This design comes from an exercise in tuning for small area, a short achievable clock period and few clock cycles per item on the open sky130 flow, not from production work. Only simulation tests tie the RTL to the original design; equivalence was not proved. Power figures rest on the tool's default switching activity, not on a simulated workload.

### config.mk
export PLATFORM = sky130hd
export DESIGN_NAME = exec_unit_top
export DESIGN_NICKNAME = exec_unit_top
export VERILOG_FILES = /design/flow/design.v
export SDC_FILE = /design/flow/constraint.sdc
export NUM_CORES = 4
export LEC_CHECK = 0
export CAP_MARGIN = 20
export CORE_MARGIN = 2
export CORE_UTILIZATION = 40
export SETUP_SLACK_MARGIN = 0.5
export SLEW_MARGIN = 20
### constraint.sdc
create_clock -name core_clock -period 12.0 [get_ports {clk}]
set_input_delay 2.4000 -clock core_clock [delete_from_list [all_inputs] [get_ports {clk}]]
set_output_delay 2.4000 -clock core_clock [all_outputs]
set_load 0.01 [all_outputs]
### design.v
package rv32i_types;
    localparam  ROB_ID_SIZE = 4;
    localparam  EX_UNITS = 3;
    typedef enum logic [6:0] {
        op_b_lui   = 7'b0110111,  
        op_b_auipc = 7'b0010111,  
        op_b_jal   = 7'b1101111,  
        op_b_jalr  = 7'b1100111,  
        op_b_br    = 7'b1100011,  
        op_b_load  = 7'b0000011,  
        op_b_store = 7'b0100011,  
        op_b_imm   = 7'b0010011,  
        op_b_reg   = 7'b0110011,  
        op_b_csr   = 7'b1110011   
    } rv32i_op_b_t;
    typedef struct packed{
        logic                   ready;
        logic   [ROB_ID_SIZE-1:0] rob_id;
        logic   [31:0]          rd_data;
      } ex_data_bus_t;
    typedef enum bit [2:0] {
        alu_add = 3'b000,
        alu_sll = 3'b001,
        alu_sra = 3'b010,
        alu_sub = 3'b011,
        alu_xor = 3'b100,
        alu_srl = 3'b101,
        alu_or  = 3'b110,
        alu_and = 3'b111
    } alu_ops;
    typedef enum bit [2:0] {
        mul = 3'b000,
        mulh = 3'b001,
        mulhsu = 3'b010,
        mulhu = 3'b011,
        div = 3'b100,
        divu = 3'b101,
        rem  = 3'b110,
        remu = 3'b111
    } mult_ops;
    typedef enum bit {
        div_idle  = 1'b0,  
        div_compute  = 1'b1
    } div_state;
    typedef enum bit [2:0] {
        beq  = 3'b000,
        bne  = 3'b001,
        blt  = 3'b100,
        bge  = 3'b101,
        bltu = 3'b110,
        bgeu = 3'b111
    } branch_funct3_t;
    typedef struct packed{
        logic   [ROB_ID_SIZE-1:0]            rob_id;
        logic   [ROB_ID_SIZE-1:0]            rob_id2;
        logic   [ROB_ID_SIZE-1:0]            rob_id_dest;
        logic valid;
        logic   [6:0]    opcode;
        logic   [6:0]    funct7;
        logic   [2:0]    funct3;
        logic    alu_cmp;
        logic    [31:0] rs1_v;
        logic    [31:0] rs2_v;
        logic    [2:0]  aluop;
        logic    [2:0]  cmpop;
        logic    r1;
        logic    r2;
      } rs_d;
endpackage
module wallace_multiplier
#(
    parameter int OPERAND_WIDTH = 32, parameter MULT_SETS = 11, parameter int TOTAL_MULTS = 33, parameter STAGES = 8
)
(
    input logic clk,
    input logic rst,
    input logic branch_mispredict,
    input logic start,
    input logic [1:0] mul_type,
    input logic[OPERAND_WIDTH-1:0] a,
    input logic[OPERAND_WIDTH-1:0] b,
    output logic[2*OPERAND_WIDTH-1:0] p,
    output logic done
);
   typedef enum bit [1:0] {
        mult_idle  = 2'b00,
        partial_product = 2'b01,
        wallace_add  = 2'b10,
        sign_conversion = 2'b11
    } mult_controller_states;
    logic [1:0] state, next_state;
    localparam int OP_WIDTH_LOG = $clog2(OPERAND_WIDTH);
    logic [OPERAND_WIDTH - 1:0] counter;
    logic [OPERAND_WIDTH-1:0] a_reg, b_reg;
    logic [2*OPERAND_WIDTH-1:0] computation_stations[0:TOTAL_MULTS - 1];
    logic [2*OPERAND_WIDTH-1:0] final_sol, sol;
    logic [TOTAL_MULTS -1:0] early_finish_check;
    logic [OP_WIDTH_LOG-1:0] mult_indices[0:MULT_SETS - 1];
    logic [OP_WIDTH_LOG-1:0] zero_indices[0:7];
    logic early_finish_true, extremely_early_check, neg_result;
    assign mult_indices[0] = 5'd0;
    assign mult_indices[1] = 5'd3;
    assign mult_indices[2] = 5'd6;
    assign mult_indices[3] = 5'd9;
    assign mult_indices[4] = 5'd12;
    assign mult_indices[5] = 5'd15;
    assign mult_indices[6] = 5'd18;
    assign mult_indices[7] = 5'd21;
    assign mult_indices[8] = 5'd24;
    assign mult_indices[9] = 5'd27;
    assign mult_indices[10] = 5'd30;
    assign zero_indices[0] = 5'd22;
    assign zero_indices[1] = 5'd16;
    assign zero_indices[2] = 5'd12;
    assign zero_indices[3] = 5'd8;
    assign zero_indices[4] = 5'd6;
    assign zero_indices[5] = 5'd4;
    assign zero_indices[6] = 5'd3;
    assign zero_indices[7] = 5'd2;
    logic [OP_WIDTH_LOG-1:0] zero_idx;
    assign zero_idx = (counter < 8) ? zero_indices[counter[2:0]] : 5'd2;
    assign extremely_early_check = ((a_reg == 0)|| (a_reg == 1) || (a_reg ==2) || (b_reg == 0) || (b_reg==1) || (b_reg ==2)) && (state == partial_product);
    assign sol = computation_stations[0] + computation_stations[1];
    always_comb begin
        next_state = state;
        p = '0;
        done = '0;
        unique case (state)
            mult_idle: begin
             if(start) begin
             next_state = partial_product;
             end
             else next_state = mult_idle;
            end
            partial_product: begin
            if(extremely_early_check) next_state = sign_conversion;
            else next_state = wallace_add;
            end
            wallace_add: next_state =  branch_mispredict ? mult_idle : early_finish_true || (counter == 32'h9) ? sign_conversion : wallace_add;
            sign_conversion: begin 
                 done = 1'b1;
                unique case (mul_type)
                    2'b00: p = final_sol[2*OPERAND_WIDTH-1:0];
                    2'b01,
                    2'b10: p = neg_result ? (~final_sol[2*OPERAND_WIDTH-1-1:0])+1'b1 : final_sol;
                    default: ;
                endcase
                next_state = mult_idle;
            end
            default: ;
        endcase
    end
    always_comb begin
        for(int i=0; i<2; i++) begin
           early_finish_check[i] = '0; 
        end
        for(int i=2; i < TOTAL_MULTS; i++) begin
        early_finish_check[i] = |computation_stations[i];
        end
      early_finish_true = (~|early_finish_check) && (counter != '0);    
    end
    always_comb begin
    final_sol = sol;
    if((a_reg == 0) || (b_reg == 0)) final_sol = '0;
    if((a_reg == 1) || (a_reg == 2)) final_sol = {32'b0, b_reg} << {32'b0, (a_reg - 1)};
    if((b_reg == 1) || (b_reg == 2)) final_sol = {32'b0, a_reg} << {32'b0, (b_reg - 1)};
    end
    always_ff @(posedge clk) begin
        if(rst || done || branch_mispredict) begin
            state <= mult_idle;
            counter <= 'x;
            for(int i =0; i < TOTAL_MULTS; i++) begin
                computation_stations[i] <= 'x;
            end
        end
        else begin
            state <= next_state;
            unique case(state)
                mult_idle: begin
                    if(start) begin
                    counter <= '0;
                    for(int i = 0; i < TOTAL_MULTS; i++) begin
			    computation_stations[i] <= '0;
		    end
              unique case (mul_type)
                            2'b00:
                            begin
                                neg_result <= '0;    
                                a_reg <= a;
                                b_reg <= b;
                            end
                            2'b01:
                            begin
                                neg_result <= (a[OPERAND_WIDTH-1] ^ b[OPERAND_WIDTH-1]) && ((a != '0) && (b != '0));
                                a_reg <= (a[OPERAND_WIDTH-1]) ?  {(~a + 1'b1)} : a;
                                b_reg <= (b[OPERAND_WIDTH-1]) ? {(~b + 1'b1)} : b;
                            end
                            2'b10:
                            begin
                                neg_result <= a[OPERAND_WIDTH-1];
                                a_reg <= (a[OPERAND_WIDTH-1]) ? {(~a + 1'b1)} : a;
                                b_reg <= b;
                            end
                            default:;
                        endcase
                    end
                end
                partial_product: begin
                 for (int i = 0; i < 32; i++) begin 
			unique case (b_reg[i])
				1'b1: computation_stations[i] <= ({32'b0, a_reg} << i);
				1'b0: ;
				default:;
			endcase
		end                    
                end
                wallace_add: begin
                 for (int i = 0; i < MULT_SETS; i++) begin 
			         computation_stations[mult_indices[i] + 0 - unsigned'(i)]	<= computation_stations[mult_indices[i] + 0] ^ computation_stations[mult_indices[i] + 1] ^ computation_stations[mult_indices[i] + 2];
			          computation_stations[mult_indices[i] + 1 - unsigned'(i)]	<= ((computation_stations[mult_indices[i] + 0] & computation_stations[mult_indices[i] + 1]) | 
												(computation_stations[mult_indices[i] + 1] & computation_stations[mult_indices[i] + 2]) | 
												(computation_stations[mult_indices[i] + 0] & computation_stations[mult_indices[i] + 2])) << 1;
		         end 
		         for (int i = 0; i < TOTAL_MULTS; i++) begin
			         if (i >= int'(zero_idx)) computation_stations[i] <= '0;
		         end
		          counter <= counter + 1;
                end
                default: ;
            endcase
        end
    end
endmodule
module new_divider
(
	input logic inst_clk,
	input logic rst,
	input logic inst_start,
  input logic branch_mispredict,
	input logic [31:0] inst_a,
	input logic [31:0] inst_b,
	output logic [31:0] quotient_inst,
	output logic [31:0] remainder_inst,
	output logic complete_inst,
	output logic divide_by_0
);
	enum bit [1:0] {
		div_idle			= 2'b00,
		shift_sub		 = 2'b01,
		done			 = 2'b10
	} state, next_state;
	logic [31:0] local_numerator, local_denominator;
	logic [31:0] Q;
	logic [31:0] R;
	logic [31:0] R_SUB;
	logic [31:0] counter;
assign divide_by_0 = (inst_b == '0);
assign quotient_inst = Q;
assign remainder_inst = R;
assign R_SUB = R - inst_b;
always_comb begin
next_state = state;
complete_inst = 1'b0;
 case (state)
    div_idle: begin
        if(inst_start && !divide_by_0) next_state = shift_sub;
        else next_state = div_idle;
        if(inst_start && divide_by_0) complete_inst = 1'b1;
    end
    shift_sub: begin
            if(counter == '0) next_state = done;
            else next_state = shift_sub;
    end
    done: begin
    next_state = div_idle;
    complete_inst = 1'b1;
    end
endcase
end
always_ff @(posedge inst_clk) begin
    if(rst) begin
        counter <= '0;
        Q <= '0;
        R <= '0;
        state <= div_idle;
end
    else begin
    state <= next_state;
    case (state)
        div_idle: begin
            if(inst_start) begin
                Q <= '0;
                R <= '0;
                counter <= log2(inst_a);
            end   
            end
         shift_sub: begin
            if(branch_mispredict) begin
                counter <= '0;
                state <= div_idle;
            end
            else begin
            if (inst_b <= R) begin
							Q[31:0] <= {Q[30:0], 1'b1};
							if (counter != '0)
								R[31:0] <= {R_SUB[30:0], inst_a[counter - 1'b1]};
							else
								R[31:0] <= R_SUB;
					end else begin
							Q <= {Q[30:0], 1'b0};
							if (counter != '0)
								R[31:0] <= {R[30:0], inst_a[counter - 1'b1]};
							else
								R[31:0] <= R[31:0];
					end
					counter <= counter - 1'b1;
          end
         end
         done: begin
            Q <= '0;
            R <= '0;
            counter <= '0;
         end
    endcase
    end
end
function logic [31:0] log2(logic [31:0] data);
      log2 = '0;
      for (int i = 1; i < 32; i = i + 1) begin
        if (data[i] == 1'b1) log2 = unsigned'(i) + 1;
      end
	endfunction
endmodule
import rv32i_types::*;
module cmp
(
    input   logic   [2:0]   cmpop,
    input   logic   [31:0]  a, b,
    output  logic           br_en
);
    logic signed   [31:0] as;
    logic signed   [31:0] bs;
    logic unsigned [31:0] au;
    logic unsigned [31:0] bu;
    assign as =   signed'(a);
    assign bs =   signed'(b);
    assign au = unsigned'(a);
    assign bu = unsigned'(b);
    always_comb begin
        unique case (cmpop)
            beq:  br_en = (au == bu);
            bne:  br_en = (au != bu);
            blt:  br_en = (as <  bs);
            bge:  br_en = (as >=  bs);
            bltu: br_en = (au <  bu);
            bgeu: br_en = (au >=  bu);
            default: br_en = 1'bx;
        endcase
    end
endmodule: cmp
module alu
(
    input   logic   [2:0]   aluop,
    input   logic   [31:0]  a, b,
    output  logic   [31:0]  f
);
    logic signed   [31:0] as;
    logic signed   [31:0] bs;
    logic unsigned [31:0] au;
    logic unsigned [31:0] bu;
    assign as =   signed'(a);
    assign bs =   signed'(b);
    assign au = unsigned'(a);
    assign bu = unsigned'(b);
    always_comb begin
        unique case (aluop)
            alu_add: f = au +   bu;
            alu_sll: f = au <<  bu[4:0];
            alu_sra: f = unsigned'(as >>> bu[4:0]);
            alu_sub: f = au -   bu;
            alu_xor: f = au ^   bu;
            alu_srl: f = au >>  bu[4:0];
            alu_or:  f = au |   bu;
            alu_and: f = au &   bu;
            default: f = 'x;
        endcase
    end
endmodule : alu
module execution_unit
(   
    input logic clk,
    input logic rst,
    input rv32i_types::rs_d rs_data,
    input logic branch_mispredict,
    output logic mult_inst_bit,
    output logic done_inst,
    output logic start_inst,
    output rv32i_types::ex_data_bus_t data_bus
);
    logic   [2:0]   aluop;
    logic   [31:0]  alu_in_1;
    logic   [31:0]  alu_in_2;
    logic   [31:0]  alu_out;
    logic   [2:0]   cmpop;
    logic   [31:0]  cmp_in_1;
    logic   [31:0]  cmp_in_2;
    logic           cmp_out;
    logic   [31:0]  out;
    logic   [2:0]   funct3;
    logic           done;
    logic           start;
    logic   [63:0]  mul_out;
    logic           mult_inst;
    logic           mul_out_top;
    logic           ready;
    logic   [1:0]   mul_type;
    logic   [31:0]  mul_in_1;
    logic   [31:0]  mul_in_2;
    logic valid;
    logic div_inst, start_div, div_complete, state_div, state_div_next,complete, divide_by_zero, divider_bypass_check;
    logic [31:0] div_inp_a, div_inp_b, quotient, remainder, quotient2, remainder2;
    always_comb begin
        div_inp_a = rs_data.rs1_v;
        div_inp_b = rs_data.rs2_v;
        case (funct3)
            div: begin
                div_inp_a = is_neg(rs_data.rs1_v) ? negative(rs_data.rs1_v) : rs_data.rs1_v;
                div_inp_b = is_neg(rs_data.rs2_v) ? negative(rs_data.rs2_v) : rs_data.rs2_v;
            end
            rem: begin
                 div_inp_a = is_neg(rs_data.rs1_v) ? negative(rs_data.rs1_v) : rs_data.rs1_v;
                 div_inp_b = is_neg(rs_data.rs2_v) ? negative(rs_data.rs2_v) : rs_data.rs2_v;
            end
        endcase
    end
    assign divider_bypass_check = divider_bypass(div_inp_a, div_inp_b);
    assign div_complete = complete || divide_by_zero;
    assign done_inst = done;
    assign start_inst = start;
    assign funct3 = rs_data.funct3;
    assign aluop = rs_data.aluop;
    assign cmpop = rs_data.cmpop;
    assign alu_in_1 = rs_data.rs1_v;
    assign alu_in_2 = rs_data.rs2_v;
    assign cmp_in_1 = rs_data.rs1_v;
    assign cmp_in_2 = rs_data.rs2_v;
    assign mul_in_1 = rs_data.rs1_v;
    assign mul_in_2 = rs_data.rs2_v;
    assign data_bus.ready = ready;
    assign data_bus.rob_id = rs_data.rob_id_dest;
    assign data_bus.rd_data = out;
    assign mult_inst_bit = mult_inst;
    assign valid = rs_data.r1 && rs_data.r2;
    alu alu_inst(
        .aluop(aluop),
        .a(alu_in_1),
        .b(alu_in_2),
        .f(alu_out)
    );
    cmp cmp_inst(
        .cmpop(cmpop),
        .a(cmp_in_1),
        .b(cmp_in_2),
        .br_en(cmp_out)
    );
    wallace_multiplier wallace_multiplier(
        .clk(clk),
        .rst(rst),
        .start(start),
        .mul_type(mul_type),
        .branch_mispredict(branch_mispredict),
        .a(mul_in_1),
        .b(mul_in_2),
        .p(mul_out),
        .done(done)
    );
    new_divider new_divider(
    .inst_clk(clk),
    .rst(rst || branch_mispredict),
    .inst_start(start_div),
    .inst_a(div_inp_a),
    .inst_b(div_inp_b),
    .complete_inst(complete),
    .branch_mispredict(branch_mispredict),
    .divide_by_0(divide_by_zero),
    .quotient_inst(quotient),
    .remainder_inst(remainder)
    );
    always_ff @(posedge clk) begin
    if(rst || branch_mispredict) begin
        state_div <= div_idle;
    end
    else begin
        state_div <= state_div_next;
    end
    end
    always_comb begin
        state_div_next = state_div;
        start_div = 1'b0;
        case (state_div)
            div_idle: begin
                state_div_next = (div_inst && valid && rs_data.r1 && rs_data.r2 && ~divider_bypass_check) ? div_compute : div_idle;
                start_div = (div_inst && valid && rs_data.r1 && rs_data.r2 && ~divider_bypass_check) ? 1'b1: 1'b0;
            end
            div_compute: begin
                state_div_next = (div_inst && valid && rs_data.r1 && rs_data.r2 && div_complete) ? div_idle : div_compute;
                start_div = 1'b0;
            end
        endcase
    end
    always_comb begin
        mult_inst = 1'b0;
        div_inst = 1'b0;
        if (rs_data.opcode == op_b_reg && rs_data.funct7 == 7'b0000001 && valid && ((funct3 == mul) || (funct3 == mulh) || (funct3 ==mulhsu) || (funct3 == mulhu))) begin
            mult_inst = 1'b1;
        end
        if (rs_data.opcode == op_b_reg && rs_data.funct7 == 7'b0000001 && valid && ((funct3 == div) || (funct3 == divu) || (funct3 == rem) || (funct3 == remu))) begin
            div_inst = 1'b1;
        end
        if (mult_inst && valid) begin   
            ready = done && rs_data.r1 && rs_data.r2;
            start = (rs_data.r1 && rs_data.r2) || done;
        end
        else if(div_inst && valid) begin
            ready = ~divider_bypass_check && valid && rs_data.r1 && rs_data.r2 && div_complete && !start_div || divider_bypass_check && valid && rs_data.r1 && rs_data.r2;
            start = 1'b0;
        end
        else begin
            ready =  rs_data.r1 && rs_data.r2;
            start = 1'b0;      
        end
        unique case (funct3)
            mul : begin
                mul_type = 2'b01;
                mul_out_top = 1'b0;
            end
            mulh : begin
                mul_type = 2'b01;
                mul_out_top = 1'b1;
            end
            mulhsu : begin
                mul_type = 2'b10;
                mul_out_top = 1'b1;
            end
            mulhu : begin
                mul_type = 2'b00;
                mul_out_top = 1'b1;
            end
            default : begin
                mul_type = 2'bx;
                mul_out_top = 1'bx;
            end
        endcase
        if (rs_data.alu_cmp == 1'b1) begin
            out = {31'd0, cmp_out};
        end 
        else if (mult_inst) begin
            out = mul_out[31:0];
            if (mul_out_top) begin
                out = mul_out[63:32];
            end
            else begin
                out = mul_out[31:0];
            end
        end
        else if(div_inst) begin
            case (funct3)
              div: begin
                  if(divider_bypass_check) begin
                          out = ((is_neg(rs_data.rs1_v)) ^ (is_neg(rs_data.rs2_v))) ? negative(quotient2) : quotient2; 
                  end
                  else begin
                      case (divide_by_zero)
                          1'b1: begin
                            out = 32'hffffffff;
                          end
                          1'b0: begin
                          out = ((is_neg(rs_data.rs1_v)) ^ (is_neg(rs_data.rs2_v))) ? negative(quotient) : quotient;   
                          end
                      endcase
                  end
              end
              rem: begin
                   if(divider_bypass_check) begin
                        out = (is_neg(rs_data.rs1_v)) ? negative(remainder2) : remainder2;
                   end
                   else begin
                       case (divide_by_zero)
                          1'b1: begin
                            out = rs_data.rs1_v;
                          end
                          1'b0: begin
                          out = (is_neg(rs_data.rs1_v)) ? negative(remainder) : remainder;   
                          end
                      endcase
                  end
              end
               divu: begin
                   if(divider_bypass_check) begin
                       out = quotient2; 
                   end
                   else begin
                       case (divide_by_zero)
                          1'b1: begin
                            out = 32'hffffffff;
                          end
                          1'b0: begin
                          out = quotient;  
                          end
                      endcase
                  end
              end
              remu: begin
                   if(divider_bypass_check) begin
                        out = remainder2;
                   end
                   else begin
                       case (divide_by_zero)
                          1'b1: begin
                            out = div_inp_a;
                          end
                          1'b0: begin
                          out = remainder;  
                          end
                      endcase
                  end
              end
              default: begin
                  out = 'x;
              end
           endcase 
        end
        else begin
            out = alu_out;
        end
    end
    always_comb begin
        quotient2 = '0;
        remainder2 = '0;
        if(div_inp_a == '0) begin
            quotient2 = '0;
            remainder2 = '0;
        end
        else if(div_inp_b > div_inp_a) begin
            quotient2 = '0;
            remainder2 = div_inp_a;
        end
        else if(div_inp_a == div_inp_b) begin
            quotient2 = 1;
            remainder2 = 0;
        end
        else if(div_inp_b == 1) begin
            quotient2 = div_inp_a;
            remainder2 = '0;
        end
        else if((div_inp_a == 1) && (div_inp_b != 1)) begin
                quotient2 = 0;
                remainder2 = 1;
        end
    end
function logic is_neg(logic [31:0] data);
		is_neg = data[31];
endfunction
	function logic [31:0] negative(logic [31:0] data);
		negative = (~data) + 1;
	endfunction
function logic divider_bypass(logic [31:0] a, logic [31:0] b);
    if((b != 0) && ((a==b) || (a == 0) || ((a==1) || (b==1)) || (b > a))) begin
        divider_bypass = 1;
        end
     else divider_bypass = 0;
 endfunction
endmodule : execution_unit
import rv32i_types::*;
module exec_unit_top
(
    input  logic        clk,
    input  logic        rst,
    input  logic        branch_mispredict,
    input  logic        in_valid,
    input  logic [6:0]  opcode,
    input  logic [6:0]  funct7,
    input  logic [2:0]  funct3,
    input  logic        alu_cmp,
    input  logic [2:0]  aluop,
    input  logic [2:0]  cmpop,
    input  logic [31:0] rs1_v,
    input  logic [31:0] rs2_v,
    input  logic [3:0]  rob_id_dest,
    output logic        ready,
    output logic [3:0]  rob_id,
    output logic [31:0] rd_data
);
    rv32i_types::rs_d          rs_data;
    rv32i_types::ex_data_bus_t data_bus;
    logic         mult_inst_bit, done_inst, start_inst;
    always_comb begin
        rs_data             = '0;
        rs_data.rob_id_dest = rob_id_dest;
        rs_data.valid       = in_valid;
        rs_data.opcode      = opcode;
        rs_data.funct7      = funct7;
        rs_data.funct3      = funct3;
        rs_data.alu_cmp     = alu_cmp;
        rs_data.rs1_v       = rs1_v;
        rs_data.rs2_v       = rs2_v;
        rs_data.aluop       = aluop;
        rs_data.cmpop       = cmpop;
        rs_data.r1          = in_valid;
        rs_data.r2          = in_valid;
    end
    execution_unit exec_unit (
        .clk(clk),
        .rst(rst),
        .rs_data(rs_data),
        .branch_mispredict(branch_mispredict),
        .mult_inst_bit(mult_inst_bit),
        .done_inst(done_inst),
        .start_inst(start_inst),
        .data_bus(data_bus)
    );
    assign ready   = data_bus.ready;
    assign rob_id  = data_bus.rob_id;
    assign rd_data = data_bus.rd_data;
endmodule
### run.sh
#!/bin/bash
# synth_recipe.tcl (not shown) runs the flow's synth.tcl, then flattens the netlist and writes it again
# the make line also repeats each setting of config.mk as NAME=value (left out here)
make -C /OpenROAD-flow-scripts/flow DESIGN_CONFIG=/design/flow/config.mk WORK_HOME=/design/flow/orfs CLKGATE_MAP_FILE= SYNTH_SCRIPT=/design/flow/synth_recipe.tcl finish
==> run notes <==
status=timing/DRC/antenna clean; worst slew pin tran=1.24 ns; Synth Flop Type=edfxtp_1; slew margin rel.=16.8%; mapped cell area=108,000 µm²; H-tree Lvls=4; Worst Setup End Kind=output port; drt drc=0; clock sinks=1,647; fmax=87.0 MHz; WHS=0.473 ns; combinational fraction of design power=15.8%; core area=268,000 µm²; I/O Buffers=124; part of the Yosys area used for sequential elements=44.8%; DIE HEIGHT=524 µm; die area=274,000 µm²; CP Class=input port to output port; worst skew pair latency=0.89 ns; TritonRoute pass-1 iters=10; Initial Util=40.3%; Yosys cell types=111; Async S/R FF share, synth=0%; syn_nets=11,400; internal power=0.0105 W; Via Count=95,600; Cells after Synth=10,600; cts hold-fix bufs=0; Total Nets Final=11,800; CTS tree=done; sw frac=28.8%; grt ovf=0; Slew Viols, Final=0; hpwl dp=405,000 µm; MaxCap Viol Count=0; startpoint types=input port; final hold violations=0; Clk pwr share=38.4%; sequential fraction of design power=45.8%; Tmin final=11.50 ns; top cells by area, synth=edfxtp_1 43%, fa_1 8.2%, a21oi_1 4.9%, nand2_1 4.2%, and2_1 4.1%; clock root buffer=clkbuf_16; share of the synthesized area in the top cell type=43.0%; global-route wire length before repair=730,000 µm; Synth Warn #=8; vias in the first global route=90,900; P_sw=0.00426 W; CTS Buf Count=184; Detail Route Antenna Nets=0; FF+latch count, synth=1,647; Peak supply drop=116 µV; IO Pins=133; Critical Path AT=9.10 ns; drt wl/cell=36.3 µm; fillers=25,200; setup slack, reg-to-reg=6.86 ns; Power Density=119 nW/µm²; initial drt markers=14,600; dpl ws=-0.264 ns; Finish-stage setup viols=0; Layout area overhead=14.5%; Top reg by flops=exec_unit.wallace_multiplier.computation_stations; Die Wd=524 µm; gr usage total=37.9%; Post-Syn Area per Cell=10.2 µm²; post-route clock period utilization=95.8%; largest buffer count on any clock path=4; Worst EP required=9.60 ns; unrepaired setup endpoints after global routing=yes; Clock transition at path regs=0.05 ns; final wirelength=533,000 µm; Yosys top cell by area=edfxtp_1; DR vias/cell=6.53; fraction of layout cells with a size suffix above 1=13.2%; final worst slack=0.502 ns; worst setup skew after layout=0.0913 ns; Placer Congestion=1.08; initial antenna violation count=27; largest net degree at the start of global routing=129; EDFF count, synth=1,546; FP Rows=190; max reg flops=1,449; CP max FO=3; Worst Hold Class=register to register; LEAKAGE=47.4 nW
## final timing paths
path                                      from                                end  depth (start not counted)
min reg2reg  exec_unit.new_divider.counter[21]  exec_unit.new_divider.counter[21]                          2
max                                  rs1_v[28]                         rd_data[9]                         27
max reg2reg         exec_unit.new_divider.R[0]        exec_unit.new_divider.R[28]                         18
min          exec_unit.new_divider.counter[21]  exec_unit.new_divider.counter[21]                          2
## stage by stage
stage / cell area, µm² / utilization, % / TNS (ns) / std cells / total power (W)
3_3_place_gp: 117000 / 43.6 / -1.93 / 14300 / 0.00909
5_1_grt: 124000 / 46.1 / 0 / 14600 / 0.0151
3_5_place_dp: 117000 / 43.6 / -0.594 / 14300 / 0.00909
6_report: 124000 / 46.1 / 0 / 14700 / 0.0148
4_1_cts: 123000 / 45.9 / 0 / 14600 / 0.0147
2_1_floorplan: 108000 / - / 0 / 10600 / 0.00785
## what timing repair did
| action | in CTS | in global routing |
|---|---|---|
| gates resized for setup | 66 | 66 |
| setup endpoints to repair | 31 | 31 |
| cloned | 0 | 0 |
| buffers inserted | 8 | 10 |
| pin swaps | 13 | 32 |
## per-layer routing
layer / track usage, % / share of wire, % / vias up
met3: 8.35 / 10 / 1440
met4: 23.9 / 7.7 / 14
met5: 0 / 0.016 / -
met2: 57.5 / 44 / 6562
li1: - / - / 39800
met1: 49.1 / 38 / 47800
## cell families (layout without fill, tap and decap cells)
group	Yosys count	in the layout	synth area share, %
compound gates	2492	2492	14.3
xor+xnor	349	349	2.84
buf+inv	1014	1488	3.61
flops	1647	1647	44.8
other cells	0	21	0
fa+ha+maj	740	740	11.6
mux	268	268	3.78
simple gates	4094	4094	19.0
## critical path: stages
cell and delay [ns]:
clkdlybuf4s50_1 0.43, or4_4 0.60, or3_1 0.37, nor4_2 0.19, buf_4 0.17, nor2_1 0.03
nor2_1 0.16, inv_2 0.06, ha_1 0.30, nand4_1 0.18, buf_4 0.19, or3_4 0.33
buf_4 0.15, nor3_4 0.23, buf_4 0.15, and3_1 0.22, a31oi_2 0.07, buf_4 0.16
o21ai_0 0.83, buf_4 0.26, nand2_1 0.12, a2bb2oi_1 0.17, o21ai_0 0.23, buf_4 0.14
a31oi_1 0.08, nor4_2 0.26, clkdlybuf4s50_1 0.59
## power by group through the flow
| stage | combinational (W) | sequential, W | clock [W] |
|---|---|---|---|
| 2_1_floorplan | 0.00110 | 0.00675 | 0 |
| 3_3_place_gp | 0.00222 | 0.00687 | 0 |
| 3_5_place_dp | 0.00222 | 0.00687 | 0 |
| 4_1_cts | 0.00224 | 0.00675 | 0.00570 |
| 5_1_grt | 0.00243 | 0.00677 | 0.00590 |
| 6_report | 0.00234 | 0.00676 | 0.00568 |
## placed cells by master, fill, tap and decap left out, drive strengths merged, types with 64 or more instances in the layout
cell | Yosys | routed
fa | 441 | 441
o31ai | 69 | 69
nor4 | 465 | 465
and3 | 65 | 65
edfxtp | 1546 | 1546
or3 | 84 | 84
buf | 101 | 797
a211oi | 71 | 71
mux2i | 140 | 140
and2 | 716 | 716
inv | 241 | 246
a221oi | 64 | 64
dfxtp | 101 | 101
clkbuf | 666 | 224
mux4 | 110 | 110
nand2 | 1199 | 1199
a21o | 116 | 116
nor3 | 162 | 162
xor2 | 95 | 95
o21ai | 446 | 446
clkinv | 6 | 79
a31oi | 97 | 97
a22oi | 70 | 70
ha | 299 | 299
clkdlybuf4s50 | 0 | 90
nand3 | 207 | 207
nand4 | 176 | 176
nor2 | 793 | 793
xnor2 | 254 | 254
a21oi | 1062 | 1062
o211ai | 72 | 72
## area by class of cell
class	count	area, µm²	share of cell area, %
diodes	21	52.6	0.0425
clock buffers	223	4860	3.92
clock inverters	104	978	0.791
inverters	247	928	0.750
multi-input cells	7943	56700	45.8
flip-flops and latches	1647	48400	39.2
well taps	3552	4440	3.59
repair buffers	914	7370	5.96
## cell usage after synthesis (207+ instances only)
library cell and n:
fa_1 441, inv_1 237, clkbuf_1 665, a21oi_1 1062, edfxtp_1 1546, nor2_1 791, o21ai_0 439, nor4_1 459
ha_1 299, xnor2_1 254, and2_1 715, nand2_1 1199, nand3_1 207
Testbench counts, summed over its fixed seeds: cycles 21,221, items 5,600.

[what the ideal ports hide]
Ports are ideal in the flow. The routed layout listed here was re-timed in OpenROAD.
Step 1 sets driving cells, clkbuf_16 on the clock port and buf_2 on the other inputs (assumed; they add their load-dependent delay and slew).
Step 2, shift: input delay + t, output delay - t, t = (earliest + latest rising clock arrival at the registers) / 2. This alone moves slack from input paths to output paths.
Slacks: ideal ports / drivers / drivers and shift; pairs: ideal ports / drivers.
t, ns: 0.951
setup WS [ns]: 0.502 / 0.478 / 0.478
latest minus earliest clock arrival (ns): 0.091 / 0.091
worst data-port slew with drivers (ns): 0.11
cell pins on the clock port's net: 1
After both steps setup and hold are still met in this run. For this run, drivers alone change the setup slack by -0.024 ns; drivers and shift together by -0.024 ns.
